Background: an optimization exercise with open tools, aiming at small area, a short achievable clock period and few clock cycles per item. Do not read the settings as production practice. Function was checked by simulation only, so behaviour that the tests miss may differ from the original. Power figures rest on the tool's default switching activity, not on a simulated workload.

**flow/config.mk**
```make
export PLATFORM = sky130hd
export DESIGN_NAME = BoothRadix4
export DESIGN_NICKNAME = BoothRadix4
export VERILOG_FILES = /design/flow/design.v
export SDC_FILE = /design/flow/constraint.sdc
export NUM_CORES = 4
export LEC_CHECK = 0
export ABC_AREA = 1
export CAP_MARGIN = 0
export CORE_MARGIN = 2
export CORE_UTILIZATION = 40
export PLACE_DENSITY = 0.6
export SETUP_SLACK_MARGIN = 0.04
export SLEW_MARGIN = 0
```
**flow/constraint.sdc**
```tcl
create_clock -name core_clock -period 3.5 [get_ports {clk}]
set_input_delay 0.7000 -clock core_clock [delete_from_list [all_inputs] [get_ports {clk}]]
set_output_delay 0.7000 -clock core_clock [all_outputs]
set_load 0.01 [all_outputs]
```
**flow/design.v**
```verilog
`timescale 1ns / 100 ps
module BoothRadix4 #(parameter N = 18)
(
    output wire [2*N-1:0] product,
    output wire           done,
    input wire [N-1:0]    mplier,
    input wire [N-1:0]    mcand,
    input wire            n_reset,
    input wire            start,
    input wire            clk
);
assign done = start & n_reset;
wire [N+1:0] b = {mplier, 1'b0};    
wire [N:0] x = {mcand[N-1], mcand};   
wire [8:0] one, two, neg;
genvar gi;
generate for (gi = 0; gi < 9; gi = gi + 1) begin : enc
    assign one[gi] = b[2*gi+1] ^ b[2*gi];
    assign two[gi] = (b[2*gi+2] & ~b[2*gi+1] & ~b[2*gi]) | (~b[2*gi+2] & b[2*gi+1] & b[2*gi]);
    assign neg[gi] = b[2*gi+2];
end endgenerate
wire [18:0] pp0 = (({19{one[0]}} & x) | ({19{two[0]}} & {x[17:0], 1'b0})) ^ {19{neg[0]}};
wire [18:0] pp1 = (({19{one[1]}} & x) | ({19{two[1]}} & {x[17:0], 1'b0})) ^ {19{neg[1]}};
wire [18:0] pp2 = (({19{one[2]}} & x) | ({19{two[2]}} & {x[17:0], 1'b0})) ^ {19{neg[2]}};
wire [18:0] pp3 = (({19{one[3]}} & x) | ({19{two[3]}} & {x[17:0], 1'b0})) ^ {19{neg[3]}};
wire [18:0] pp4 = (({19{one[4]}} & x) | ({19{two[4]}} & {x[17:0], 1'b0})) ^ {19{neg[4]}};
wire [18:0] pp5 = (({19{one[5]}} & x) | ({19{two[5]}} & {x[17:0], 1'b0})) ^ {19{neg[5]}};
wire [18:0] pp6 = (({19{one[6]}} & x) | ({19{two[6]}} & {x[17:0], 1'b0})) ^ {19{neg[6]}};
wire [18:0] pp7 = (({19{one[7]}} & x) | ({19{two[7]}} & {x[17:0], 1'b0})) ^ {19{neg[7]}};
wire [18:0] pp8 = (({19{one[8]}} & x) | ({19{two[8]}} & {x[17:0], 1'b0})) ^ {19{neg[8]}};
wire h0_s = neg[1] ^ pp0[2];
wire h0_c = neg[1] & pp0[2];
wire h1_s = pp0[3] ^ pp1[1];
wire h1_c = pp0[3] & pp1[1];
wire f0_s = neg[2] ^ pp0[4] ^ pp1[2];
wire f0_c = (neg[2] & pp0[4]) | (neg[2] & pp1[2]) | (pp0[4] & pp1[2]);
wire h2_s = pp2[0] ^ h1_c;
wire h2_c = pp2[0] & h1_c;
wire f1_s = pp0[5] ^ pp1[3] ^ pp2[1];
wire f1_c = (pp0[5] & pp1[3]) | (pp0[5] & pp2[1]) | (pp1[3] & pp2[1]);
wire h3_s = f0_c ^ f1_s;
wire h3_c = f0_c & f1_s;
wire f2_s = neg[3] ^ pp0[6] ^ pp1[4];
wire f2_c = (neg[3] & pp0[6]) | (neg[3] & pp1[4]) | (pp0[6] & pp1[4]);
wire f3_s = pp2[2] ^ pp3[0] ^ f1_c;
wire f3_c = (pp2[2] & pp3[0]) | (pp2[2] & f1_c) | (pp3[0] & f1_c);
wire h4_s = f2_s ^ h3_c;
wire h4_c = f2_s & h3_c;
wire f4_s = pp0[7] ^ pp1[5] ^ pp2[3];
wire f4_c = (pp0[7] & pp1[5]) | (pp0[7] & pp2[3]) | (pp1[5] & pp2[3]);
wire f5_s = pp3[1] ^ f2_c ^ f4_s;
wire f5_c = (pp3[1] & f2_c) | (pp3[1] & f4_s) | (f2_c & f4_s);
wire h5_s = f3_c ^ f5_s;
wire h5_c = f3_c & f5_s;
wire f6_s = neg[4] ^ pp0[8] ^ pp1[6];
wire f6_c = (neg[4] & pp0[8]) | (neg[4] & pp1[6]) | (pp0[8] & pp1[6]);
wire f7_s = pp2[4] ^ pp3[2] ^ pp4[0];
wire f7_c = (pp2[4] & pp3[2]) | (pp2[4] & pp4[0]) | (pp3[2] & pp4[0]);
wire f8_s = f4_c ^ f6_s ^ f7_s;
wire f8_c = (f4_c & f6_s) | (f4_c & f7_s) | (f6_s & f7_s);
wire h6_s = f5_c ^ f8_s;
wire h6_c = f5_c & f8_s;
wire f9_s = pp0[9] ^ pp1[7] ^ pp2[5];
wire f9_c = (pp0[9] & pp1[7]) | (pp0[9] & pp2[5]) | (pp1[7] & pp2[5]);
wire f10_s = pp3[3] ^ pp4[1] ^ f6_c;
wire f10_c = (pp3[3] & pp4[1]) | (pp3[3] & f6_c) | (pp4[1] & f6_c);
wire f11_s = f7_c ^ f9_s ^ f10_s;
wire f11_c = (f7_c & f9_s) | (f7_c & f10_s) | (f9_s & f10_s);
wire h7_s = f8_c ^ f11_s;
wire h7_c = f8_c & f11_s;
wire f12_s = neg[5] ^ pp0[10] ^ pp1[8];
wire f12_c = (neg[5] & pp0[10]) | (neg[5] & pp1[8]) | (pp0[10] & pp1[8]);
wire f13_s = pp2[6] ^ pp3[4] ^ pp4[2];
wire f13_c = (pp2[6] & pp3[4]) | (pp2[6] & pp4[2]) | (pp3[4] & pp4[2]);
wire f14_s = pp5[0] ^ f9_c ^ f12_s;
wire f14_c = (pp5[0] & f9_c) | (pp5[0] & f12_s) | (f9_c & f12_s);
wire f15_s = f13_s ^ f10_c ^ f14_s;
wire f15_c = (f13_s & f10_c) | (f13_s & f14_s) | (f10_c & f14_s);
wire h8_s = f11_c ^ f15_s;
wire h8_c = f11_c & f15_s;
wire f16_s = pp0[11] ^ pp1[9] ^ pp2[7];
wire f16_c = (pp0[11] & pp1[9]) | (pp0[11] & pp2[7]) | (pp1[9] & pp2[7]);
wire f17_s = pp3[5] ^ pp4[3] ^ pp5[1];
wire f17_c = (pp3[5] & pp4[3]) | (pp3[5] & pp5[1]) | (pp4[3] & pp5[1]);
wire f18_s = f12_c ^ f13_c ^ f16_s;
wire f18_c = (f12_c & f13_c) | (f12_c & f16_s) | (f13_c & f16_s);
wire f19_s = f17_s ^ f14_c ^ f18_s;
wire f19_c = (f17_s & f14_c) | (f17_s & f18_s) | (f14_c & f18_s);
wire h9_s = f15_c ^ f19_s;
wire h9_c = f15_c & f19_s;
wire f20_s = neg[6] ^ pp0[12] ^ pp1[10];
wire f20_c = (neg[6] & pp0[12]) | (neg[6] & pp1[10]) | (pp0[12] & pp1[10]);
wire f21_s = pp2[8] ^ pp3[6] ^ pp4[4];
wire f21_c = (pp2[8] & pp3[6]) | (pp2[8] & pp4[4]) | (pp3[6] & pp4[4]);
wire f22_s = pp5[2] ^ pp6[0] ^ f16_c;
wire f22_c = (pp5[2] & pp6[0]) | (pp5[2] & f16_c) | (pp6[0] & f16_c);
wire f23_s = f17_c ^ f20_s ^ f21_s;
wire f23_c = (f17_c & f20_s) | (f17_c & f21_s) | (f20_s & f21_s);
wire f24_s = f22_s ^ f18_c ^ f23_s;
wire f24_c = (f22_s & f18_c) | (f22_s & f23_s) | (f18_c & f23_s);
wire f25_s = pp0[13] ^ pp1[11] ^ pp2[9];
wire f25_c = (pp0[13] & pp1[11]) | (pp0[13] & pp2[9]) | (pp1[11] & pp2[9]);
wire f26_s = pp3[7] ^ pp4[5] ^ pp5[3];
wire f26_c = (pp3[7] & pp4[5]) | (pp3[7] & pp5[3]) | (pp4[5] & pp5[3]);
wire f27_s = pp6[1] ^ f20_c ^ f21_c;
wire f27_c = (pp6[1] & f20_c) | (pp6[1] & f21_c) | (f20_c & f21_c);
wire f28_s = f25_s ^ f26_s ^ f22_c;
wire f28_c = (f25_s & f26_s) | (f25_s & f22_c) | (f26_s & f22_c);
wire h10_s = f23_c ^ f27_s;
wire h10_c = f23_c & f27_s;
wire f29_s = neg[7] ^ pp0[14] ^ pp1[12];
wire f29_c = (neg[7] & pp0[14]) | (neg[7] & pp1[12]) | (pp0[14] & pp1[12]);
wire f30_s = pp2[10] ^ pp3[8] ^ pp4[6];
wire f30_c = (pp2[10] & pp3[8]) | (pp2[10] & pp4[6]) | (pp3[8] & pp4[6]);
wire f31_s = pp5[4] ^ pp6[2] ^ pp7[0];
wire f31_c = (pp5[4] & pp6[2]) | (pp5[4] & pp7[0]) | (pp6[2] & pp7[0]);
wire f32_s = f25_c ^ f26_c ^ f29_s;
wire f32_c = (f25_c & f26_c) | (f25_c & f29_s) | (f26_c & f29_s);
wire f33_s = f30_s ^ f31_s ^ f27_c;
wire f33_c = (f30_s & f31_s) | (f30_s & f27_c) | (f31_s & f27_c);
wire h11_s = f32_s ^ f28_c;
wire h11_c = f32_s & f28_c;
wire f34_s = pp0[15] ^ pp1[13] ^ pp2[11];
wire f34_c = (pp0[15] & pp1[13]) | (pp0[15] & pp2[11]) | (pp1[13] & pp2[11]);
wire f35_s = pp3[9] ^ pp4[7] ^ pp5[5];
wire f35_c = (pp3[9] & pp4[7]) | (pp3[9] & pp5[5]) | (pp4[7] & pp5[5]);
wire f36_s = pp6[3] ^ pp7[1] ^ f29_c;
wire f36_c = (pp6[3] & pp7[1]) | (pp6[3] & f29_c) | (pp7[1] & f29_c);
wire f37_s = f30_c ^ f31_c ^ f34_s;
wire f37_c = (f30_c & f31_c) | (f30_c & f34_s) | (f31_c & f34_s);
wire f38_s = f35_s ^ f36_s ^ f32_c;
wire f38_c = (f35_s & f36_s) | (f35_s & f32_c) | (f36_s & f32_c);
wire h12_s = f37_s ^ f33_c;
wire h12_c = f37_s & f33_c;
wire f39_s = neg[8] ^ pp0[16] ^ pp1[14];
wire f39_c = (neg[8] & pp0[16]) | (neg[8] & pp1[14]) | (pp0[16] & pp1[14]);
wire f40_s = pp2[12] ^ pp3[10] ^ pp4[8];
wire f40_c = (pp2[12] & pp3[10]) | (pp2[12] & pp4[8]) | (pp3[10] & pp4[8]);
wire f41_s = pp5[6] ^ pp6[4] ^ pp7[2];
wire f41_c = (pp5[6] & pp6[4]) | (pp5[6] & pp7[2]) | (pp6[4] & pp7[2]);
wire f42_s = pp8[0] ^ f34_c ^ f35_c;
wire f42_c = (pp8[0] & f34_c) | (pp8[0] & f35_c) | (f34_c & f35_c);
wire f43_s = f39_s ^ f40_s ^ f41_s;
wire f43_c = (f39_s & f40_s) | (f39_s & f41_s) | (f40_s & f41_s);
wire f44_s = f36_c ^ f37_c ^ f42_s;
wire f44_c = (f36_c & f37_c) | (f36_c & f42_s) | (f37_c & f42_s);
wire h13_s = f43_s ^ f38_c;
wire h13_c = f43_s & f38_c;
wire f45_s = pp0[17] ^ pp1[15] ^ pp2[13];
wire f45_c = (pp0[17] & pp1[15]) | (pp0[17] & pp2[13]) | (pp1[15] & pp2[13]);
wire f46_s = pp3[11] ^ pp4[9] ^ pp5[7];
wire f46_c = (pp3[11] & pp4[9]) | (pp3[11] & pp5[7]) | (pp4[9] & pp5[7]);
wire f47_s = pp6[5] ^ pp7[3] ^ pp8[1];
wire f47_c = (pp6[5] & pp7[3]) | (pp6[5] & pp8[1]) | (pp7[3] & pp8[1]);
wire f48_s = f39_c ^ f40_c ^ f41_c;
wire f48_c = (f39_c & f40_c) | (f39_c & f41_c) | (f40_c & f41_c);
wire f49_s = f45_s ^ f46_s ^ f47_s;
wire f49_c = (f45_s & f46_s) | (f45_s & f47_s) | (f46_s & f47_s);
wire f50_s = f42_c ^ f43_c ^ f48_s;
wire f50_c = (f42_c & f43_c) | (f42_c & f48_s) | (f43_c & f48_s);
wire h14_s = f49_s ^ f44_c;
wire h14_c = f49_s & f44_c;
wire f51_s = pp0[18] ^ pp1[16] ^ pp2[14];
wire f51_c = (pp0[18] & pp1[16]) | (pp0[18] & pp2[14]) | (pp1[16] & pp2[14]);
wire f52_s = pp3[12] ^ pp4[10] ^ pp5[8];
wire f52_c = (pp3[12] & pp4[10]) | (pp3[12] & pp5[8]) | (pp4[10] & pp5[8]);
wire f53_s = pp6[6] ^ pp7[4] ^ pp8[2];
wire f53_c = (pp6[6] & pp7[4]) | (pp6[6] & pp8[2]) | (pp7[4] & pp8[2]);
wire f54_s = f45_c ^ f46_c ^ f47_c;
wire f54_c = (f45_c & f46_c) | (f45_c & f47_c) | (f46_c & f47_c);
wire f55_s = f51_s ^ f52_s ^ f53_s;
wire f55_c = (f51_s & f52_s) | (f51_s & f53_s) | (f52_s & f53_s);
wire f56_s = f48_c ^ f49_c ^ f54_s;
wire f56_c = (f48_c & f49_c) | (f48_c & f54_s) | (f49_c & f54_s);
wire h15_s = f55_s ^ f50_c;
wire h15_c = f55_s & f50_c;
wire f57_s = pp0[18] ^ pp1[17] ^ pp2[15];
wire f57_c = (pp0[18] & pp1[17]) | (pp0[18] & pp2[15]) | (pp1[17] & pp2[15]);
wire f58_s = pp3[13] ^ pp4[11] ^ pp5[9];
wire f58_c = (pp3[13] & pp4[11]) | (pp3[13] & pp5[9]) | (pp4[11] & pp5[9]);
wire f59_s = pp6[7] ^ pp7[5] ^ pp8[3];
wire f59_c = (pp6[7] & pp7[5]) | (pp6[7] & pp8[3]) | (pp7[5] & pp8[3]);
wire f60_s = f51_c ^ f52_c ^ f53_c;
wire f60_c = (f51_c & f52_c) | (f51_c & f53_c) | (f52_c & f53_c);
wire f61_s = f57_s ^ f58_s ^ f59_s;
wire f61_c = (f57_s & f58_s) | (f57_s & f59_s) | (f58_s & f59_s);
wire f62_s = f54_c ^ f55_c ^ f60_s;
wire f62_c = (f54_c & f55_c) | (f54_c & f60_s) | (f55_c & f60_s);
wire h16_s = f61_s ^ f56_c;
wire h16_c = f61_s & f56_c;
wire f63_s = pp2[16] ^ pp3[14] ^ pp4[12];
wire f63_c = (pp2[16] & pp3[14]) | (pp2[16] & pp4[12]) | (pp3[14] & pp4[12]);
wire f64_s = pp5[10] ^ pp6[8] ^ pp7[6];
wire f64_c = (pp5[10] & pp6[8]) | (pp5[10] & pp7[6]) | (pp6[8] & pp7[6]);
wire f65_s = pp8[4] ^ ~pp0[18] ^ ~pp1[18];
wire f65_c = (pp8[4] & ~pp0[18]) | (pp8[4] & ~pp1[18]) | (~pp0[18] & ~pp1[18]);
wire f66_s = f57_c ^ f58_c ^ f59_c;
wire f66_c = (f57_c & f58_c) | (f57_c & f59_c) | (f58_c & f59_c);
wire f67_s = f63_s ^ f64_s ^ f65_s;
wire f67_c = (f63_s & f64_s) | (f63_s & f65_s) | (f64_s & f65_s);
wire f68_s = f60_c ^ f61_c ^ f66_s;
wire f68_c = (f60_c & f61_c) | (f60_c & f66_s) | (f61_c & f66_s);
wire h17_s = f67_s ^ f62_c;
wire h17_c = f67_s & f62_c;
wire f69_s = 1'b1 ^ pp2[17] ^ pp3[15];
wire f69_c = (1'b1 & pp2[17]) | (1'b1 & pp3[15]) | (pp2[17] & pp3[15]);
wire f70_s = pp4[13] ^ pp5[11] ^ pp6[9];
wire f70_c = (pp4[13] & pp5[11]) | (pp4[13] & pp6[9]) | (pp5[11] & pp6[9]);
wire f71_s = pp7[7] ^ pp8[5] ^ f63_c;
wire f71_c = (pp7[7] & pp8[5]) | (pp7[7] & f63_c) | (pp8[5] & f63_c);
wire f72_s = f64_c ^ f65_c ^ f69_s;
wire f72_c = (f64_c & f65_c) | (f64_c & f69_s) | (f65_c & f69_s);
wire f73_s = f70_s ^ f71_s ^ f66_c;
wire f73_c = (f70_s & f71_s) | (f70_s & f66_c) | (f71_s & f66_c);
wire f74_s = f67_c ^ f72_s ^ f73_s;
wire f74_c = (f67_c & f72_s) | (f67_c & f73_s) | (f72_s & f73_s);
wire f75_s = pp3[16] ^ pp4[14] ^ pp5[12];
wire f75_c = (pp3[16] & pp4[14]) | (pp3[16] & pp5[12]) | (pp4[14] & pp5[12]);
wire f76_s = pp6[10] ^ pp7[8] ^ pp8[6];
wire f76_c = (pp6[10] & pp7[8]) | (pp6[10] & pp8[6]) | (pp7[8] & pp8[6]);
wire f77_s = ~pp2[18] ^ f69_c ^ f70_c;
wire f77_c = (~pp2[18] & f69_c) | (~pp2[18] & f70_c) | (f69_c & f70_c);
wire f78_s = f75_s ^ f76_s ^ f71_c;
wire f78_c = (f75_s & f76_s) | (f75_s & f71_c) | (f76_s & f71_c);
wire f79_s = f72_c ^ f77_s ^ f78_s;
wire f79_c = (f72_c & f77_s) | (f72_c & f78_s) | (f77_s & f78_s);
wire f80_s = 1'b1 ^ pp3[17] ^ pp4[15];
wire f80_c = (1'b1 & pp3[17]) | (1'b1 & pp4[15]) | (pp3[17] & pp4[15]);
wire f81_s = pp5[13] ^ pp6[11] ^ pp7[9];
wire f81_c = (pp5[13] & pp6[11]) | (pp5[13] & pp7[9]) | (pp6[11] & pp7[9]);
wire f82_s = pp8[7] ^ f75_c ^ f76_c;
wire f82_c = (pp8[7] & f75_c) | (pp8[7] & f76_c) | (f75_c & f76_c);
wire f83_s = f80_s ^ f81_s ^ f77_c;
wire f83_c = (f80_s & f81_s) | (f80_s & f77_c) | (f81_s & f77_c);
wire h18_s = f82_s ^ f78_c;
wire h18_c = f82_s & f78_c;
wire f84_s = pp4[16] ^ pp5[14] ^ pp6[12];
wire f84_c = (pp4[16] & pp5[14]) | (pp4[16] & pp6[12]) | (pp5[14] & pp6[12]);
wire f85_s = pp7[10] ^ pp8[8] ^ ~pp3[18];
wire f85_c = (pp7[10] & pp8[8]) | (pp7[10] & ~pp3[18]) | (pp8[8] & ~pp3[18]);
wire f86_s = f80_c ^ f81_c ^ f84_s;
wire f86_c = (f80_c & f81_c) | (f80_c & f84_s) | (f81_c & f84_s);
wire f87_s = f85_s ^ f82_c ^ f86_s;
wire f87_c = (f85_s & f82_c) | (f85_s & f86_s) | (f82_c & f86_s);
wire f88_s = 1'b1 ^ pp4[17] ^ pp5[15];
wire f88_c = (1'b1 & pp4[17]) | (1'b1 & pp5[15]) | (pp4[17] & pp5[15]);
wire f89_s = pp6[13] ^ pp7[11] ^ pp8[9];
wire f89_c = (pp6[13] & pp7[11]) | (pp6[13] & pp8[9]) | (pp7[11] & pp8[9]);
wire f90_s = f84_c ^ f85_c ^ f88_s;
wire f90_c = (f84_c & f85_c) | (f84_c & f88_s) | (f85_c & f88_s);
wire h19_s = f89_s ^ f86_c;
wire h19_c = f89_s & f86_c;
wire f91_s = pp5[16] ^ pp6[14] ^ pp7[12];
wire f91_c = (pp5[16] & pp6[14]) | (pp5[16] & pp7[12]) | (pp6[14] & pp7[12]);
wire f92_s = pp8[10] ^ ~pp4[18] ^ f88_c;
wire f92_c = (pp8[10] & ~pp4[18]) | (pp8[10] & f88_c) | (~pp4[18] & f88_c);
wire f93_s = f89_c ^ f91_s ^ f92_s;
wire f93_c = (f89_c & f91_s) | (f89_c & f92_s) | (f91_s & f92_s);
wire f94_s = 1'b1 ^ pp5[17] ^ pp6[15];
wire f94_c = (1'b1 & pp5[17]) | (1'b1 & pp6[15]) | (pp5[17] & pp6[15]);
wire f95_s = pp7[13] ^ pp8[11] ^ f91_c;
wire f95_c = (pp7[13] & pp8[11]) | (pp7[13] & f91_c) | (pp8[11] & f91_c);
wire f96_s = f94_s ^ f92_c ^ f95_s;
wire f96_c = (f94_s & f92_c) | (f94_s & f95_s) | (f92_c & f95_s);
wire f97_s = pp6[16] ^ pp7[14] ^ pp8[12];
wire f97_c = (pp6[16] & pp7[14]) | (pp6[16] & pp8[12]) | (pp7[14] & pp8[12]);
wire f98_s = ~pp5[18] ^ f94_c ^ f97_s;
wire f98_c = (~pp5[18] & f94_c) | (~pp5[18] & f97_s) | (f94_c & f97_s);
wire h20_s = f95_c ^ f98_s;
wire h20_c = f95_c & f98_s;
wire f99_s = 1'b1 ^ pp6[17] ^ pp7[15];
wire f99_c = (1'b1 & pp6[17]) | (1'b1 & pp7[15]) | (pp6[17] & pp7[15]);
wire f100_s = pp8[13] ^ f97_c ^ f99_s;
wire f100_c = (pp8[13] & f97_c) | (pp8[13] & f99_s) | (f97_c & f99_s);
wire h21_s = f98_c ^ f100_s;
wire h21_c = f98_c & f100_s;
wire f101_s = pp7[16] ^ pp8[14] ^ ~pp6[18];
wire f101_c = (pp7[16] & pp8[14]) | (pp7[16] & ~pp6[18]) | (pp8[14] & ~pp6[18]);
wire f102_s = f99_c ^ f101_s ^ f100_c;
wire f102_c = (f99_c & f101_s) | (f99_c & f100_c) | (f101_s & f100_c);
wire f103_s = 1'b1 ^ pp7[17] ^ pp8[15];
wire f103_c = (1'b1 & pp7[17]) | (1'b1 & pp8[15]) | (pp7[17] & pp8[15]);
wire h22_s = f101_c ^ f103_s;
wire h22_c = f101_c & f103_s;
wire f104_s = pp8[16] ^ ~pp7[18] ^ f103_c;
wire f104_c = (pp8[16] & ~pp7[18]) | (pp8[16] & f103_c) | (~pp7[18] & f103_c);
wire f105_s = 1'b1 ^ pp8[17] ^ f104_c;
wire f105_c = (1'b1 & pp8[17]) | (1'b1 & f104_c) | (pp8[17] & f104_c);
reg r0_0;
reg r0_1;
reg r1_0;
reg r2_0;
reg r2_1;
reg r3_0;
reg r3_1;
reg r4_0;
reg r4_1;
reg r5_0;
reg r5_1;
reg r6_0;
reg r6_1;
reg r7_0;
reg r7_1;
reg r8_0;
reg r8_1;
reg r9_0;
reg r9_1;
reg r10_0;
reg r10_1;
reg r11_0;
reg r11_1;
reg r12_0;
reg r12_1;
reg r12_2;
reg r13_0;
reg r13_1;
reg r13_2;
reg r14_0;
reg r14_1;
reg r14_2;
reg r15_0;
reg r15_1;
reg r15_2;
reg r16_0;
reg r16_1;
reg r16_2;
reg r17_0;
reg r17_1;
reg r17_2;
reg r18_0;
reg r18_1;
reg r18_2;
reg r19_0;
reg r19_1;
reg r19_2;
reg r20_0;
reg r20_1;
reg r20_2;
reg r21_0;
reg r21_1;
reg r21_2;
reg r22_0;
reg r22_1;
reg r22_2;
reg r23_0;
reg r23_1;
reg r23_2;
reg r24_0;
reg r24_1;
reg r24_2;
reg r25_0;
reg r25_1;
reg r25_2;
reg r26_0;
reg r26_1;
reg r26_2;
reg r27_0;
reg r27_1;
reg r28_0;
reg r28_1;
reg r29_0;
reg r29_1;
reg r30_0;
reg r30_1;
reg r31_0;
reg r31_1;
reg r32_0;
reg r32_1;
reg r33_0;
reg r34_0;
reg r34_1;
always @(posedge clk) begin
    if (done) begin
        r0_0 <= neg[0];
        r0_1 <= pp0[0];
        r1_0 <= pp0[1];
        r2_0 <= pp1[0];
        r2_1 <= h0_s;
        r3_0 <= h0_c;
        r3_1 <= h1_s;
        r4_0 <= f0_s;
        r4_1 <= h2_s;
        r5_0 <= h2_c;
        r5_1 <= h3_s;
        r6_0 <= f3_s;
        r6_1 <= h4_s;
        r7_0 <= h4_c;
        r7_1 <= h5_s;
        r8_0 <= h5_c;
        r8_1 <= h6_s;
        r9_0 <= h6_c;
        r9_1 <= h7_s;
        r10_0 <= h7_c;
        r10_1 <= h8_s;
        r11_0 <= h8_c;
        r11_1 <= h9_s;
        r12_0 <= f19_c;
        r12_1 <= f24_s;
        r12_2 <= h9_c;
        r13_0 <= f28_s;
        r13_1 <= h10_s;
        r13_2 <= f24_c;
        r14_0 <= h10_c;
        r14_1 <= f33_s;
        r14_2 <= h11_s;
        r15_0 <= f38_s;
        r15_1 <= h11_c;
        r15_2 <= h12_s;
        r16_0 <= f44_s;
        r16_1 <= h12_c;
        r16_2 <= h13_s;
        r17_0 <= f50_s;
        r17_1 <= h13_c;
        r17_2 <= h14_s;
        r18_0 <= f56_s;
        r18_1 <= h14_c;
        r18_2 <= h15_s;
        r19_0 <= f62_s;
        r19_1 <= h15_c;
        r19_2 <= h16_s;
        r20_0 <= f68_s;
        r20_1 <= h16_c;
        r20_2 <= h17_s;
        r21_0 <= f68_c;
        r21_1 <= h17_c;
        r21_2 <= f74_s;
        r22_0 <= f73_c;
        r22_1 <= f79_s;
        r22_2 <= f74_c;
        r23_0 <= f83_s;
        r23_1 <= h18_s;
        r23_2 <= f79_c;
        r24_0 <= f83_c;
        r24_1 <= f87_s;
        r24_2 <= h18_c;
        r25_0 <= f90_s;
        r25_1 <= h19_s;
        r25_2 <= f87_c;
        r26_0 <= f90_c;
        r26_1 <= h19_c;
        r26_2 <= f93_s;
        r27_0 <= f93_c;
        r27_1 <= f96_s;
        r28_0 <= f96_c;
        r28_1 <= h20_s;
        r29_0 <= h20_c;
        r29_1 <= h21_s;
        r30_0 <= h21_c;
        r30_1 <= f102_s;
        r31_0 <= h22_s;
        r31_1 <= f102_c;
        r32_0 <= h22_c;
        r32_1 <= f104_s;
        r33_0 <= f105_s;
        r34_0 <= ~pp8[18];
        r34_1 <= f105_c;
    end
end
wire oh23_s = r12_0 ^ r12_1;
wire oh23_c = r12_0 & r12_1;
wire of106_s = r13_0 ^ r13_1 ^ r13_2;
wire of106_c = (r13_0 & r13_1) | (r13_0 & r13_2) | (r13_1 & r13_2);
wire of107_s = r14_0 ^ r14_1 ^ r14_2;
wire of107_c = (r14_0 & r14_1) | (r14_0 & r14_2) | (r14_1 & r14_2);
wire of108_s = r15_0 ^ r15_1 ^ r15_2;
wire of108_c = (r15_0 & r15_1) | (r15_0 & r15_2) | (r15_1 & r15_2);
wire of109_s = r16_0 ^ r16_1 ^ r16_2;
wire of109_c = (r16_0 & r16_1) | (r16_0 & r16_2) | (r16_1 & r16_2);
wire of110_s = r17_0 ^ r17_1 ^ r17_2;
wire of110_c = (r17_0 & r17_1) | (r17_0 & r17_2) | (r17_1 & r17_2);
wire of111_s = r18_0 ^ r18_1 ^ r18_2;
wire of111_c = (r18_0 & r18_1) | (r18_0 & r18_2) | (r18_1 & r18_2);
wire of112_s = r19_0 ^ r19_1 ^ r19_2;
wire of112_c = (r19_0 & r19_1) | (r19_0 & r19_2) | (r19_1 & r19_2);
wire of113_s = r20_0 ^ r20_1 ^ r20_2;
wire of113_c = (r20_0 & r20_1) | (r20_0 & r20_2) | (r20_1 & r20_2);
wire of114_s = r21_0 ^ r21_1 ^ r21_2;
wire of114_c = (r21_0 & r21_1) | (r21_0 & r21_2) | (r21_1 & r21_2);
wire of115_s = r22_0 ^ r22_1 ^ r22_2;
wire of115_c = (r22_0 & r22_1) | (r22_0 & r22_2) | (r22_1 & r22_2);
wire of116_s = r23_0 ^ r23_1 ^ r23_2;
wire of116_c = (r23_0 & r23_1) | (r23_0 & r23_2) | (r23_1 & r23_2);
wire of117_s = r24_0 ^ r24_1 ^ r24_2;
wire of117_c = (r24_0 & r24_1) | (r24_0 & r24_2) | (r24_1 & r24_2);
wire of118_s = r25_0 ^ r25_1 ^ r25_2;
wire of118_c = (r25_0 & r25_1) | (r25_0 & r25_2) | (r25_1 & r25_2);
wire of119_s = r26_0 ^ r26_1 ^ r26_2;
wire of119_c = (r26_0 & r26_1) | (r26_0 & r26_2) | (r26_1 & r26_2);
wire oh24_s = r27_0 ^ r27_1;
wire oh24_c = r27_0 & r27_1;
wire oh25_s = r28_0 ^ r28_1;
wire oh25_c = r28_0 & r28_1;
wire oh26_s = r29_0 ^ r29_1;
wire oh26_c = r29_0 & r29_1;
wire oh27_s = r30_0 ^ r30_1;
wire oh27_c = r30_0 & r30_1;
wire oh28_s = r31_0 ^ r31_1;
wire oh28_c = r31_0 & r31_1;
wire oh29_s = r32_0 ^ r32_1;
wire oh29_c = r32_0 & r32_1;
wire [35:0] sum_a = {1'b1, r34_0, r33_0, oh28_c, oh27_c, oh26_c, oh25_c, oh24_c, oh24_s, of118_c, of117_c, of116_c, of115_c, of114_c, of113_c, of112_c, of111_c, of110_c, of109_c, of108_c, of107_c, of106_c, oh23_c, r12_2, r11_0, r10_0, r9_0, r8_0, r7_0, r6_0, r5_0, r4_0, r3_0, r2_0, r1_0, r0_0};
wire [35:0] sum_b = {1'b0, r34_1, oh29_c, oh29_s, oh28_s, oh27_s, oh26_s, oh25_s, of119_c, of119_s, of118_s, of117_s, of116_s, of115_s, of114_s, of113_s, of112_s, of111_s, of110_s, of109_s, of108_s, of107_s, of106_s, oh23_s, r11_1, r10_1, r9_1, r8_1, r7_1, r6_1, r5_1, r4_1, r3_1, r2_1, 1'b0, r0_1};
wire [35:0] g0 = sum_a & sum_b;
wire [35:0] p0 = sum_a ^ sum_b;
wire gg0 = g0[1] | (p0[1] & g0[0]);
wire pp_0 = p0[1] & p0[0];
wire gg1 = g0[3] | (p0[3] & g0[2]);
wire pp_1 = p0[3] & p0[2];
wire gg2 = g0[5] | (p0[5] & g0[4]);
wire pp_2 = p0[5] & p0[4];
wire gg3 = g0[7] | (p0[7] & g0[6]);
wire pp_3 = p0[7] & p0[6];
wire gg4 = g0[9] | (p0[9] & g0[8]);
wire pp_4 = p0[9] & p0[8];
wire gg5 = g0[11] | (p0[11] & g0[10]);
wire pp_5 = p0[11] & p0[10];
wire gg6 = g0[13] | (p0[13] & g0[12]);
wire pp_6 = p0[13] & p0[12];
wire gg7 = g0[15] | (p0[15] & g0[14]);
wire pp_7 = p0[15] & p0[14];
wire gg8 = g0[17] | (p0[17] & g0[16]);
wire pp_8 = p0[17] & p0[16];
wire gg9 = g0[19] | (p0[19] & g0[18]);
wire pp_9 = p0[19] & p0[18];
wire gg10 = g0[21] | (p0[21] & g0[20]);
wire pp_10 = p0[21] & p0[20];
wire gg11 = g0[23] | (p0[23] & g0[22]);
wire pp_11 = p0[23] & p0[22];
wire gg12 = g0[25] | (p0[25] & g0[24]);
wire pp_12 = p0[25] & p0[24];
wire gg13 = g0[27] | (p0[27] & g0[26]);
wire pp_13 = p0[27] & p0[26];
wire gg14 = g0[29] | (p0[29] & g0[28]);
wire pp_14 = p0[29] & p0[28];
wire gg15 = g0[31] | (p0[31] & g0[30]);
wire pp_15 = p0[31] & p0[30];
wire gg16 = g0[33] | (p0[33] & g0[32]);
wire pp_16 = p0[33] & p0[32];
wire gg17 = g0[35] | (p0[35] & g0[34]);
wire pp_17 = p0[35] & p0[34];
wire gq18 = g0[2] | (p0[2] & g0[1]);
wire gg18 = gq18 | (p0[2] & p0[1] & g0[0]);
wire gg19 = gg1 | (pp_1 & gg0);
wire pp_19 = pp_1 & pp_0;
wire gg20 = g0[6] | (p0[6] & gg2);
wire pp_20 = p0[6] & pp_2;
wire gg21 = gg3 | (pp_3 & gg2);
wire pp_21 = pp_3 & pp_2;
wire gg22 = g0[10] | (p0[10] & gg4);
wire pp_22 = p0[10] & pp_4;
wire gg23 = gg5 | (pp_5 & gg4);
wire pp_23 = pp_5 & pp_4;
wire gg24 = g0[14] | (p0[14] & gg6);
wire pp_24 = p0[14] & pp_6;
wire gg25 = gg7 | (pp_7 & gg6);
wire pp_25 = pp_7 & pp_6;
wire gg26 = g0[18] | (p0[18] & gg8);
wire pp_26 = p0[18] & pp_8;
wire gg27 = gg9 | (pp_9 & gg8);
wire pp_27 = pp_9 & pp_8;
wire gg28 = g0[22] | (p0[22] & gg10);
wire pp_28 = p0[22] & pp_10;
wire gg29 = gg11 | (pp_11 & gg10);
wire pp_29 = pp_11 & pp_10;
wire gg30 = g0[26] | (p0[26] & gg12);
wire pp_30 = p0[26] & pp_12;
wire gg31 = gg13 | (pp_13 & gg12);
wire pp_31 = pp_13 & pp_12;
wire gg32 = g0[30] | (p0[30] & gg14);
wire pp_32 = p0[30] & pp_14;
wire gg33 = gg15 | (pp_15 & gg14);
wire pp_33 = pp_15 & pp_14;
wire gg34 = g0[34] | (p0[34] & gg16);
wire pp_34 = p0[34] & pp_16;
wire gg35 = gg17 | (pp_17 & gg16);
wire pp_35 = pp_17 & pp_16;
wire gq36 = g0[4] | (p0[4] & g0[3]);
wire gg36 = gq36 | (p0[4] & p0[3] & gg18);
wire gg37 = gg2 | (pp_2 & gg19);
wire pp_37 = pp_2 & pp_19;
wire gg38 = gg20 | (pp_20 & gg19);
wire pp_38 = pp_20 & pp_19;
wire gg39 = gg21 | (pp_21 & gg19);
wire pp_39 = pp_21 & pp_19;
wire gg40 = g0[12] | (p0[12] & gg23);
wire pp_40 = p0[12] & pp_23;
wire gg41 = gg6 | (pp_6 & gg23);
wire pp_41 = pp_6 & pp_23;
wire gg42 = gg24 | (pp_24 & gg23);
wire pp_42 = pp_24 & pp_23;
wire gg43 = gg25 | (pp_25 & gg23);
wire pp_43 = pp_25 & pp_23;
wire gg44 = g0[20] | (p0[20] & gg27);
wire pp_44 = p0[20] & pp_27;
wire gg45 = gg10 | (pp_10 & gg27);
wire pp_45 = pp_10 & pp_27;
wire gg46 = gg28 | (pp_28 & gg27);
wire pp_46 = pp_28 & pp_27;
wire gg47 = gg29 | (pp_29 & gg27);
wire pp_47 = pp_29 & pp_27;
wire gg48 = g0[28] | (p0[28] & gg31);
wire pp_48 = p0[28] & pp_31;
wire gg49 = gg14 | (pp_14 & gg31);
wire pp_49 = pp_14 & pp_31;
wire gg50 = gg32 | (pp_32 & gg31);
wire pp_50 = pp_32 & pp_31;
wire gg51 = gg33 | (pp_33 & gg31);
wire pp_51 = pp_33 & pp_31;
wire gq52 = g0[8] | (p0[8] & g0[7]);
wire gg52 = gq52 | (p0[8] & p0[7] & gg38);
wire gg53 = gg4 | (pp_4 & gg39);
wire pp_53 = pp_4 & pp_39;
wire gg54 = gg22 | (pp_22 & gg39);
wire pp_54 = pp_22 & pp_39;
wire gg55 = gg23 | (pp_23 & gg39);
wire pp_55 = pp_23 & pp_39;
wire gg56 = gg40 | (pp_40 & gg39);
wire pp_56 = pp_40 & pp_39;
wire gg57 = gg41 | (pp_41 & gg39);
wire pp_57 = pp_41 & pp_39;
wire gg58 = gg42 | (pp_42 & gg39);
wire pp_58 = pp_42 & pp_39;
wire gg59 = gg43 | (pp_43 & gg39);
wire pp_59 = pp_43 & pp_39;
wire gg60 = g0[24] | (p0[24] & gg47);
wire pp_60 = p0[24] & pp_47;
wire gg61 = gg12 | (pp_12 & gg47);
wire pp_61 = pp_12 & pp_47;
wire gg62 = gg30 | (pp_30 & gg47);
wire pp_62 = pp_30 & pp_47;
wire gg63 = gg31 | (pp_31 & gg47);
wire pp_63 = pp_31 & pp_47;
wire gg64 = gg48 | (pp_48 & gg47);
wire pp_64 = pp_48 & pp_47;
wire gg65 = gg49 | (pp_49 & gg47);
wire pp_65 = pp_49 & pp_47;
wire gg66 = gg50 | (pp_50 & gg47);
wire pp_66 = pp_50 & pp_47;
wire gg67 = gg51 | (pp_51 & gg47);
wire pp_67 = pp_51 & pp_47;
wire gq68 = g0[16] | (p0[16] & g0[15]);
wire gg68 = gq68 | (p0[16] & p0[15] & gg58);
wire gg69 = gg8 | (pp_8 & gg59);
wire pp_69 = pp_8 & pp_59;
wire gg70 = gg26 | (pp_26 & gg59);
wire pp_70 = pp_26 & pp_59;
wire gg71 = gg27 | (pp_27 & gg59);
wire pp_71 = pp_27 & pp_59;
wire gg72 = gg44 | (pp_44 & gg59);
wire pp_72 = pp_44 & pp_59;
wire gg73 = gg45 | (pp_45 & gg59);
wire pp_73 = pp_45 & pp_59;
wire gg74 = gg46 | (pp_46 & gg59);
wire pp_74 = pp_46 & pp_59;
wire gg75 = gg47 | (pp_47 & gg59);
wire pp_75 = pp_47 & pp_59;
wire gg76 = gg60 | (pp_60 & gg59);
wire pp_76 = pp_60 & pp_59;
wire gg77 = gg61 | (pp_61 & gg59);
wire pp_77 = pp_61 & pp_59;
wire gg78 = gg62 | (pp_62 & gg59);
wire pp_78 = pp_62 & pp_59;
wire gg79 = gg63 | (pp_63 & gg59);
wire pp_79 = pp_63 & pp_59;
wire gg80 = gg64 | (pp_64 & gg59);
wire pp_80 = pp_64 & pp_59;
wire gg81 = gg65 | (pp_65 & gg59);
wire pp_81 = pp_65 & pp_59;
wire gg82 = gg66 | (pp_66 & gg59);
wire pp_82 = pp_66 & pp_59;
wire gg83 = gg67 | (pp_67 & gg59);
wire pp_83 = pp_67 & pp_59;
wire gq84 = g0[32] | (p0[32] & g0[31]);
wire gg84 = gq84 | (p0[32] & p0[31] & gg82);
wire gg85 = gg16 | (pp_16 & gg83);
wire pp_85 = pp_16 & pp_83;
wire gg86 = gg34 | (pp_34 & gg83);
wire pp_86 = pp_34 & pp_83;
wire gg87 = gg35 | (pp_35 & gg83);
wire pp_87 = pp_35 & pp_83;
wire [35:0] cpre = {gg87, gg86, gg85, gg84, gg83, gg82, gg81, gg80, gg79, gg78, gg77, gg76, gg75, gg74, gg73, gg72, gg71, gg70, gg69, gg68, gg59, gg58, gg57, gg56, gg55, gg54, gg53, gg52, gg39, gg38, gg37, gg36, gg19, gg18, gg0, g0[0]};
assign product = p0 ^ {cpre[34:0], 1'b0};
endmodule
```
**flow/flow/run.sh**
```bash
#!/bin/bash
# Own layout flow: the ORFS flow through standard.sh, with these changes:
#  - synthesis: synth_recipe.tcl and ORFS's synth.tcl, except that
#    (a) Yosys's synth runs with -noabc (as well as -nofsm -noshare), so its
#        quick ABC pass does not remap the adder logic before extract_fa, and
#    (b) the final ABC mapping runs flow/abc_own.script (plain technology
#        mapping, no ABC buffering or gate sizing; OpenROAD's resizer sizes and
#        buffers the netlist instead).
#    Registers, flattening and renaming are as in the standard synthesis;
#  - port buffers are plain sky130 buffers (buf_2) instead of the cell
#    buffer_ports picks by itself;
#  - flow/dt.tcl (before global routing) keeps the drivers of the register
#    enable net from being downsized by power recovery; flow/undt.tcl lifts that
#    again once global routing is done;
#  - extra ORFS make settings for the layout steps: MATCH_CELL_FOOTPRINT=0 RECOVER_POWER=100
# The full make output goes to standard.log in the work folder; ORFS's per-step
# logs (synthesis included) stay under orfs/logs/.
set -euo pipefail
sed "s#log_cmd abc {\*}\$abc_args#log_cmd abc {*}[lreplace \$abc_args 1 1 $PWD/flow/abc_own.script]#" "$FLOW_HOME/scripts/synth.tcl" > own_synth_core.tcl
grep -q abc_own.script own_synth_core.tcl
sed -e "s#source \$::env(SCRIPTS_DIR)/synth.tcl#source $PWD/own_synth_core.tcl#" -e "1s/-nofsm -noshare /-nofsm -noshare -noabc /" synth_recipe.tcl > own_synth.tcl
grep -q own_synth_core.tcl own_synth.tcl
grep -q -- "-noabc" own_synth.tcl
# Clock tree: no dummy loads (CTS otherwise adds unused buffers only to balance it).
export CTS_ARGS="-sink_clustering_enable -repair_clock_nets -dont_use_dummy_load"
export BUFFER_PORTS_ARGS="-buffer_cell sky130_fd_sc_hd__buf_2"
if ! bash standard.sh SYNTH_SCRIPT=$PWD/own_synth.tcl PRE_GLOBAL_ROUTE_TCL=$PWD/flow/dt.tcl POST_GLOBAL_ROUTE_TCL=$PWD/flow/undt.tcl MATCH_CELL_FOOTPRINT=0 RECOVER_POWER=100 finish > standard.log 2>&1; then
  tail -40 standard.log
  exit 1
fi
tail -5 standard.log
```
**flow/flow/abc_own.script**
```
strash
dch
map -B 0.9
topo
```
**flow/flow/dt.tcl**
```tcl
# Keep the drivers of the register enable net as repaired so far: power
# recovery must not downsize them (their fanout is every register).
proc enable_drivers {} {
  set cells {}
  foreach pin [get_pins -hierarchical */DE] {
    set net [get_nets -of_objects $pin]
    foreach drv [get_pins -of_objects $net -filter "direction == output"] {
      lappend cells [get_full_name [get_cells -of_objects $drv]]
    }
  }
  return [lsort -unique $cells]
}
set ::dt_cells [enable_drivers]
puts "dont_touch on enable drivers: $::dt_cells"
foreach c $::dt_cells { set_dont_touch [get_cells $c] }
```
**flow/flow/undt.tcl**
```tcl
# Lift the dont_touch that flow/dt.tcl set, now that power recovery is done,
# so later steps treat those cells like any other (power hookup included).
foreach c $::dt_cells { unset_dont_touch [get_cells $c] }
puts "dont_touch lifted: $::dt_cells"
```
**flow/standard.sh**
```bash
#!/bin/bash
# synth_recipe.tcl (not shown) runs the flow's synth.tcl, then flattens the netlist and writes it again
# the make line also repeats each setting of config.mk as NAME=value (left out here)
make -C /OpenROAD-flow-scripts/flow DESIGN_CONFIG=/design/flow/config.mk WORK_HOME=/design/flow/orfs CLKGATE_MAP_FILE= SYNTH_SCRIPT=/design/flow/synth_recipe.tcl "${@:-finish}"
```
==> results of run 1 <==
## final cells by class
cell class / count / area [um2]
Inverter: 111 / 442
Fill cell: 2204 / 11600
Timing Repair Buffer: 199 / 1490
Multi-Input combinational cell: 784 / 7520
Clock buffer: 9 / 225
Sequential cell: 83 / 2490
Tap cell: 324 / 405
## stage by stage
step | std cells | util, %
after global placement | 1491 | 49.1
after CTS | 1501 | 50.7
after floorplan | 976 | -
final | 1510 | 52.0
after detailed placement | 1491 | 49.1
## report_power, final
| group | switching [uW] | total, uW | internal [uW] |
|---|---|---|---|
| combinational | 4500 | 7940 | 3440 |
| sequential | 130 | 1810 | 1680 |
| clock | 347 | 798 | 451 |
## placed cells by master (no fill, tap or decap), types with 2 or more instances in the layout
cell	instances
o22ai_2	9
inv_4	3
inv_2	9
o21bai_1	2
nor2_2	5
o22ai_1	142
xor2_1	184
nor2_1	26
nand2_1	103
nand2_2	20
edfxtp_1	83
nor3_2	2
xnor2_1	4
o21ai_4	8
o21ai_0	15
buf_2	52
clkinvlp_4	4
a21oi_2	4
nor2_4	8
buf_4	102
ha_4	14
a21oi_1	21
nand3_1	22
xor2_2	3
a21boi_0	3
clkbuf_1	25
o21ai_2	2
clkbuf_4	2
clkinv_1	93
ha_1	58
fa_1	107
nand2_4	7
clkinvlp_2	2
clkbuf_16	9
xor2_4	2
fa_2	6
buf_12	17
## per-layer routing
layer / track usage (%) / share of wire [%]
met3: 4.16 / 6.3
met5: 0 / 0
met1: 29.6 / 45
met4: 7.00 / 2.5
met2: 36.1 / 46
## tightest hold or removal path, stage by stage
cell and delay (ns):
buf_2 0.11, nor2_1 0.10, nor3_1 0.05, a21oi_1 0.11
## logic make-up (layout without fill, tap and decap cells)
family          after synthesis  count (layout)
xor+xnor                    193             193
fa+ha+maj                   185             185
simple gates                194             195
compound gates              209             211
flops                        83              83
buf+inv                     112             319
## path summary, 6_finish.rpt
kind  startpoint  endpoint  depth (start not counted)
max   mplier[11]     r21_2                         10
min   mplier[16]     r34_0                          4
==> run notes, run 1 <==
first-pass GRT wire length=between 40,000 and 50,000 um; worst slack at placement=-0.347 ns; average cell area after synthesis=around 10 um2; CP required=between 3 and 4 ns; crit end category=flip-flop; Residual DRC=0; Arrival @ worst endpoint=approximately 3.5 ns; final slew viol count=0; Synth Area in Simple Gates=7.78%; Placed Area=0.0119 mm2; largest family of logic cells by synthesized area=adder cells; Worst path max stage delay=0.57 ns; Pleak=between 0.005 and 0.006 uW; first drt pass iteration count=5; design area=approximately 0.013 mm2; post-synthesis compound-gate area fraction=12.8%; type of origin of the critical path=primary input; crit-path cells=buf_6 > clkinvlp_2 > nor2_4 > o21ai_4 > o22ai_1 > xor2_1 > fa_2 > fa_2 > fa_1 > fa_1; Max Cap Violations=0; DRT antenna net count=0; ant diodes=0; most numerous cell in the Yosys netlist=xor2_1; post-synthesis mux area share=0%; Reg clk slew, reported paths=roughly 0.070 ns; status=timing/DRC/antenna clean; TritonCTS Buffers=9; CTS Sinks=83; CP bufs+invs=2; Post-Synth Adder-Cell Area=approximately a third; xor and xnor area share after synthesis=between 15 and 20%; die height=approximately 160 um; measured slew at the worst slew-check pin=slightly above 0.7 ns; Worst Hold Class=primary input to flip-flop; relative max-transition margin=51.9%; cts hold-fix bufs=0; critical-path maximum fanout=5; final hold slack=~0.83 ns; Synth cell types=20; htree depth=3; TNS Setup=0 ns; Overall Power=between 10,000 and 15,000 uW; synthesis-stage register bit count=83; port bufs=75; VDD IR max=approximately 0.0007 V; dominant synthesized flop cell=edfxtp_1; fraction of layout cells with a size suffix above 1=between 20% and 30%; initial cell density of the core=roughly two fifths; clock tree buffer depth=2; Routability Congestion=about 0.90; DR iter-0 viols=between 600 and 700; post-detail-place hpwl=approximately 22,000 um; largest net degree at the start of global routing=59; endpoints failing setup=0; yosys synthesis warning count=1; Core Box Area=0.0242 mm2; Final Hold Viols=0; Post-synth ARST share=0%; post-synth top area share=roughly 25%; PwrDens=between 800 and 900 mW/mm2; CTS resizes=25; io pins=between 70 and 80; cell area after synthesis=between 0.009 and 0.01 mm2; fin crit share=between 90% and 100%; clock root cell=clkbuf_16; Die ar.=roughly 0.026 mm2; Via Count=8,100; Setup WS post-layout=around 0.045 ns; Area Overhead vs Synth=28.4%; via/cell ratio=5.36; die width=between 150 and 200 um; Mapped Cells=around 980; Post-synth EDFFs=between 80 and 90; worst-path cell with the longest stage delay=fa_1; vias in the first global route=8,316; sequential cell area fraction in the yosys report=25.5%; delay-heaviest family, CP=adder cells; initial antenna violation count=0; final WL=28,300 um; wire per inst=~19 um; min Tclk post-route=roughly 3.5 ns; f_max=approximately 0.29 GHz; nets@finish=1,412; site row count=57; Global Route Usage Sum=between 20 and 25%; Syn Nets=around 1,200; gr ovfl total=0; Synth area leaders=edfxtp_1 25%, fa_1 23%, xor2_1 17%; CP Class=primary input to flip-flop; area leader, netlist=edfxtp_1; Synth top cells by count=189 x xor2_1, 152 x o22ai_1, 129 x nand2_1; CTS tree=yes; Setup Buffers After CTS=1
Testbench counts, summed over its fixed seeds: cycles 2,408, items 2,400.
==> run 2, diff against run 1 <==
--- a/flow/config.mk
+++ b/flow/config.mk
@@ -6,9 +6,9 @@
 export NUM_CORES = 4
 export LEC_CHECK = 0
 export ABC_AREA = 1
-export CAP_MARGIN = 0
+export CAP_MARGIN = 10
 export CORE_MARGIN = 2
 export CORE_UTILIZATION = 40
 export PLACE_DENSITY = 0.6
 export SETUP_SLACK_MARGIN = 0.04
-export SLEW_MARGIN = 0
+export SLEW_MARGIN = 10
==> run notes, run 2 <==
largest net degree at the start of global routing=59 (unchanged); commonest non-fill, non-tap cell in the layout=xor2_1; final WL=28,300 um (unchanged); status=timing/DRC/antenna clean; CP required=3.57 ns (about the same); vias in the first global route=8,316 (unchanged); Reg clk slew, reported paths=0.07 ns (about the same); via/cell ratio=5.36 (unchanged); Synth area leaders=edfxtp_1 25%, fa_1 23%, xor2_1 17%; f_max=0.289 GHz (unchanged); endpoints failing setup=0 (unchanged); wire per inst=18.7 um (unchanged); die width=160 um (unchanged); Arrival @ worst endpoint=3.52 ns (about the same); DR iter-0 viols=666 (unchanged); FILL cells=2,204 (unchanged); VDD IR max=0.000704 V (unchanged); Post-synth EDFFs=83 (unchanged); cell area after synthesis=0.00979 mm2 (unchanged); fraction of layout cells with a size suffix above 1=25.0% (unchanged); nets@finish=1,412 (unchanged); min Tclk post-route=3.46 ns (unchanged); Overall Power=10,600 uW (unchanged); Via Count=8,100 (unchanged); Clk network pwr share=7.6% (about the same); Mapped Cells=976 (unchanged); measured slew at the worst slew-check pin=0.714 ns (unchanged); Synth top cells by count=189 x xor2_1, 152 x o22ai_1, 129 x nand2_1; relative max-transition margin=51.9% (unchanged); critical-path maximum fanout=5 (unchanged); fin crit share=98.7% (unchanged); TritonCTS Buffers=9 (unchanged); CTS resizes=25 (unchanged); area leader, netlist=edfxtp_1; Routability Congestion=0.904 (unchanged); Max Cap Violations=0 (unchanged); gr ovfl total=0 (unchanged); average cell area after synthesis=10.0 um2 (unchanged); P_int=5570 uW (unchanged); crit-path cells=buf_6 > clkinvlp_2 > nor2_4 > o21ai_4 > o22ai_1 > xor2_1 > fa_2 > fa_2 > fa_1 > fa_1; die height=160 um (unchanged); worst-path cell with the longest stage delay=fa_1; crit end category=flip-flop; Die ar.=0.0257 mm2 (unchanged); site row count=57 (unchanged); post-synth top area share=25.5% (unchanged); Psw=4980 uW (unchanged); synthesis-stage register bit count=83 (unchanged); yosys synthesis warning count=1 (unchanged); sequential cell area fraction in the yosys report=25.5% (unchanged); type of origin of the critical path=primary input; Setup Buffers After CTS=1 (unchanged); ant diodes=0 (unchanged); Residual DRC=0 (unchanged); CTS Sinks=83 (unchanged); Worst path max stage delay=0.57 ns (about the same); htree depth=3 (unchanged); DRT antenna net count=0 (unchanged); Area Overhead vs Synth=28.4% (unchanged); Global Route Usage Sum=22.0% (unchanged); Syn Nets=1,200 (unchanged); Final Hold Viols=0 (unchanged); Pleak=0.00509 uW (unchanged); port bufs=75 (unchanged); dominant synthesized flop cell=edfxtp_1; clock root cell=clkbuf_16; CTS tree=yes; CP Class=primary input to flip-flop; initial cell density of the core=40.5% (unchanged); cts hold-fix bufs=0 (unchanged); Placed Area=0.0119 mm2 (unchanged); sequential power share=17.2% (about the same); PwrDens=840 mW/mm2 (unchanged); clock tree buffer depth=2 (unchanged); Worst Hold Class=primary input to flip-flop; Sw Ratio=47.2% (unchanged); post-detail-place hpwl=21,600 um (unchanged); design area=0.0126 mm2 (unchanged); first-pass GRT wire length=44,100 um (unchanged); commonest non-fill, non-tap cells in the layout=184 x xor2_1, 142 x o22ai_1, 107 x fa_1, 103 x nand2_1, 102 x buf_4; final slew viol count=0 (unchanged); first drt pass iteration count=5 (unchanged); Post-synth ARST share=0% (unchanged); TNS Setup=0 ns (unchanged); combinational power share=75.2% (about the same); io pins=76 (unchanged); most numerous cell in the Yosys netlist=xor2_1; initial antenna violation count=0 (unchanged); Core Box Area=0.0242 mm2 (unchanged); Synth cell types=20 (unchanged)
## run 2: layout make-up
cell class,instances,area (um2),area share (%)
Tap cell,324,405,3.23
Inverter,111,442,3.51
Timing Repair Buffer,199,1490,11.8
Sequential cell,83,2490,19.8
Multi-Input combinational cell,784,7520,59.8
Clock buffer,9,225,1.79
## run 2: cells by family (layout without fill, tap and decap cells)
kind of cell / after synthesis / after routing / synth area share [%]
compound gates: 209 / 211 / 12.8
xor+xnor: 193 / 193 / 17.3
fa+ha+maj: 185 / 185 / 32.3
buf+inv: 112 / 319 / 4.33
flops: 83 / 83 / 25.5
simple gates: 194 / 195 / 7.78
## run 2: worst paths after layout
kind / startpoint / slack (ns) / end / cells after the start
max: mplier[11] / 0.04 / r21_2 / 10
min: mplier[16] / 0.83 / r34_0 / 4
## run 2: per-stage QoR
| stage | setup slack, ns | hold WS, ns | util (%) | std cells |
|---|---|---|---|---|
| final | 0.0447 | 0.833 | 52.0 | 1510 |
| after CTS | 0.0415 | 0.832 | 50.7 | 1501 |
| after detailed placement | -0.347 | 1.18 | 49.1 | 1491 |
| after global placement | -0.280 | 1.21 | 49.1 | 1491 |
| after floorplan | 0.0154 | 0.799 | - | 976 |
## run 2: layer usage
metal	wire (um)	GRT usage, %	share of wire (%)
met3	1770	4.16	6.3
met4	719	7.00	2.5
met5	0	0	0
met2	13100	36.1	46
met1	12700	29.6	45
## run 2: critical path: cells and delay by family
family | cells | cell delay [ns]
AO/OA/AOI/OAI | 2 | 0.30
XOR/XNOR | 1 | 0.11
adder cells (fa/ha/maj) | 4 | 1.76
buffers and inverters | 2 | 0.38
AND/OR/NAND/NOR | 1 | 0.27
## run 2: power groups by stage
stage	registers, uW	clock network (uW)	logic (uW)
after floorplan	1800	0	4570
after global placement	1830	0	6790
after detailed placement	1840	0	6960
after CTS	1820	821	7470
final	1810	798	7940
==> run 3, diff against run 2 <==
--- a/flow/flow/run.sh
+++ b/flow/flow/run.sh
@@ -22,7 +22,7 @@
 grep -q own_synth_core.tcl own_synth.tcl
 grep -q -- "-noabc" own_synth.tcl
 # Clock tree: no dummy loads (CTS otherwise adds unused buffers only to balance it).
-export CTS_ARGS="-sink_clustering_enable -repair_clock_nets -dont_use_dummy_load"
+export CTS_ARGS="-sink_clustering_enable -repair_clock_nets -dont_use_dummy_load -sink_clustering_size 40 -sink_clustering_max_diameter 100"
 export BUFFER_PORTS_ARGS="-buffer_cell sky130_fd_sc_hd__buf_2"
 if ! bash standard.sh SYNTH_SCRIPT=$PWD/own_synth.tcl PRE_GLOBAL_ROUTE_TCL=$PWD/flow/dt.tcl POST_GLOBAL_ROUTE_TCL=$PWD/flow/undt.tcl MATCH_CELL_FOOTPRINT=0 RECOVER_POWER=100 finish > standard.log 2>&1; then
   tail -40 standard.log
--- a/flow/config.mk
+++ b/flow/config.mk
@@ -6,9 +6,9 @@
 export NUM_CORES = 4
 export LEC_CHECK = 0
 export ABC_AREA = 1
-export CAP_MARGIN = 10
+export CAP_MARGIN = 20
 export CORE_MARGIN = 2
 export CORE_UTILIZATION = 40
 export PLACE_DENSITY = 0.6
 export SETUP_SLACK_MARGIN = 0.04
-export SLEW_MARGIN = 10
+export SLEW_MARGIN = 20
==> run notes, run 3 <==
TritonCTS Buffers=9 (unchanged); Residual DRC=0 (unchanged); initial cell density of the core=40.5% (unchanged); relative max-transition margin=51.9% (unchanged); Worst Hold Class=primary input to flip-flop; die height=160 um (unchanged); placed instance count=1,491 (unchanged); site row count=57 (unchanged); CTS Sinks=83 (unchanged); final slew viol count=0 (unchanged); VDD IR max=0.000704 V (unchanged); Synth area leaders=edfxtp_1 25%, fa_1 23%, xor2_1 17%; first drt pass iteration count=5 (unchanged); htree depth=3 (unchanged); sequential cell area fraction in the yosys report=25.5% (unchanged); Overall Power=10,600 uW (unchanged); Mapped Cells=976 (unchanged); post-synth top area share=25.5% (unchanged); Post-synth ARST share=0% (unchanged); area leader, netlist=edfxtp_1; synthesis-stage register bit count=83 (unchanged); Setup WS post-layout=0.0447 ns (unchanged); Synth top cells by count=189 x xor2_1, 152 x o22ai_1, 129 x nand2_1; Routability Congestion=0.904 (unchanged); yosys synthesis warning count=1 (unchanged); ant diodes=0 (unchanged); gr ovfl total=0 (unchanged); Pleak=0.00509 uW (unchanged); first-pass GRT wire length=44,100 um (unchanged); wire per inst=18.7 um (unchanged); CP required=3.57 ns (about the same); Die ar.=0.0257 mm2 (unchanged); average cell area after synthesis=10.0 um2 (unchanged); crit end category=flip-flop; fin crit share=98.7% (unchanged); status=timing/DRC/antenna clean; clock tree buffer depth=2 (unchanged); vias in the first global route=8,316 (unchanged); final hold slack=0.833 ns (unchanged); FF+latch area=0.00249 mm2 (unchanged); dominant synthesized flop cell=edfxtp_1; final std cells w/o fill=1,510 (unchanged); CTS tree=yes; Via Count=8,100 (unchanged); via/cell ratio=5.36 (unchanged); min Tclk post-route=3.46 ns (unchanged); Multi-input gate area=0.00752 mm2 (unchanged); Syn Nets=1,200 (unchanged); TNS Setup=0 ns (unchanged); f_max=0.289 GHz (unchanged); largest net degree at the start of global routing=59 (unchanged); type of origin of the critical path=primary input; port bufs=75 (unchanged); PwrDens=840 mW/mm2 (unchanged); critical-path maximum fanout=5 (unchanged); Global Route Usage Sum=22.0% (unchanged); cell area after synthesis=0.00979 mm2 (unchanged); CTS resizes=25 (unchanged); clock root cell=clkbuf_16; fraction of layout cells with a size suffix above 1=25.0% (unchanged); post-detail-place hpwl=21,600 um (unchanged); initial antenna violation count=0 (unchanged); measured slew at the worst slew-check pin=0.714 ns (unchanged); FILL cells=2,204 (unchanged); commonest non-fill, non-tap cell in the layout=xor2_1; Final Hold Viols=0 (unchanged); Arrival @ worst endpoint=3.52 ns (about the same); DR iter-0 viols=666 (unchanged); DRT antenna net count=0 (unchanged); CP Class=primary input to flip-flop; Setup Buffers After CTS=1 (unchanged); Synth cell types=20 (unchanged); Max Cap Violations=0 (unchanged); Area Overhead vs Synth=28.4% (unchanged); final WL=28,300 um (unchanged); endpoints failing setup=0 (unchanged); worst slack at placement=-0.347 ns (unchanged); most numerous cell in the Yosys netlist=xor2_1; Reg clk slew, reported paths=0.07 ns (about the same); Post-synth EDFFs=83 (unchanged); commonest non-fill, non-tap cells in the layout=184 x xor2_1, 142 x o22ai_1, 107 x fa_1, 103 x nand2_1, 102 x buf_4; nets@finish=1,412 (unchanged); Core Box Area=0.0242 mm2 (unchanged); io pins=76 (unchanged); die width=160 um (unchanged); cts hold-fix bufs=0 (unchanged)
[run 3: cell counts after synthesis]
No cell type changed its count.
[run 3: layout make-up]
type                       count  area share [%]
tap                          324            3.23
timing repair buffer         199            11.8
sequential                    83            19.8
multi-input combinational    784            59.8
inverter                     111            3.51
clock buffer                   9            1.79
[run 3: stage by stage]
step | instance area (um2) | util, %
after floorplan | 10000 | -
after global placement | 11900 | 49.1
after detailed placement | 11900 | 49.1
after CTS | 12300 | 50.7
final | 12600 | 52.0
[run 3: worst paths after layout]
| path | startpoint | to | slack (ns) | cells after the start |
|---|---|---|---|---|
| setup / recovery | mplier[11] | r21_2 | 0.04 | 10 |
| hold / removal | mplier[16] | r34_0 | 0.83 | 4 |
[run 3: logic make-up (layout without fill, tap and decap cells)]
logic type,after synthesis,in the layout,synth area share [%]
adder cells (fa/ha/maj),185,185,32.3
AND/OR/NAND/NOR,194,195,7.78
AO/OA/AOI/OAI,209,211,12.8
XOR/XNOR,193,193,17.3
flip-flops,83,83,25.5
buffers and inverters,112,319,4.33
[run 3: routing by layer]
layer,up-vias,global-route usage [%],share of wire [%]
met1,3926,29.6,45
met4,0,7.00,2.5
met5,-,0,0
met3,52,4.16,6.3
met2,303,36.1,46
li1,3819,-,-
[run 3: report_power, final]
group	internal, uW	leakage [uW]	switching [uW]	total (uW)
Sequential	1680	0.000767	130	1810
Clock	451	0.000111	347	798
Combinational	3440	0.00422	4500	7940
Total	5570	0.00509	4980	10600
[run 3: worst max-delay path, cell delays in order]
cell        delay (ns)
buf_6             0.14
clkinvlp_2        0.24
nor2_4            0.27
o21ai_4           0.14
o22ai_1           0.16
xor2_1            0.11
fa_2              0.38
fa_2              0.39
fa_1              0.57
fa_1              0.42

-- port drivers added, routing unchanged --
In the flow no input, the clock included, has a driving cell. The finished layouts below were timed again as built, in two steps.
Step 1 assumes that a clkbuf_16 drives the clock port and a buf_2 every other input.
Step 2 also shifts input and output timing later by t, the mid clock arrival at the registers, as if the neighbouring blocks saw the same clock.
a / b / c = ideal ports / drivers / drivers and shift; a / b = the first two.
| run | t, ns | slack for setup (ns) | slew at the worst register clock pin (ns) | cell pins on the clock port's net |
|---|---|---|---|---|
| run 1 | 0.387 | 0.045 / 0.051 / -0.336 | 0.07 / 0.07 | 1 |
| run 2 | 0.387 | 0.045 / 0.051 / -0.336 | 0.07 / 0.07 | 1 |
| run 3 | 0.387 | 0.045 / 0.051 / -0.336 | 0.07 / 0.07 | 1 |
Met with ideal ports but missed after step 2: setup timing in every run listed.
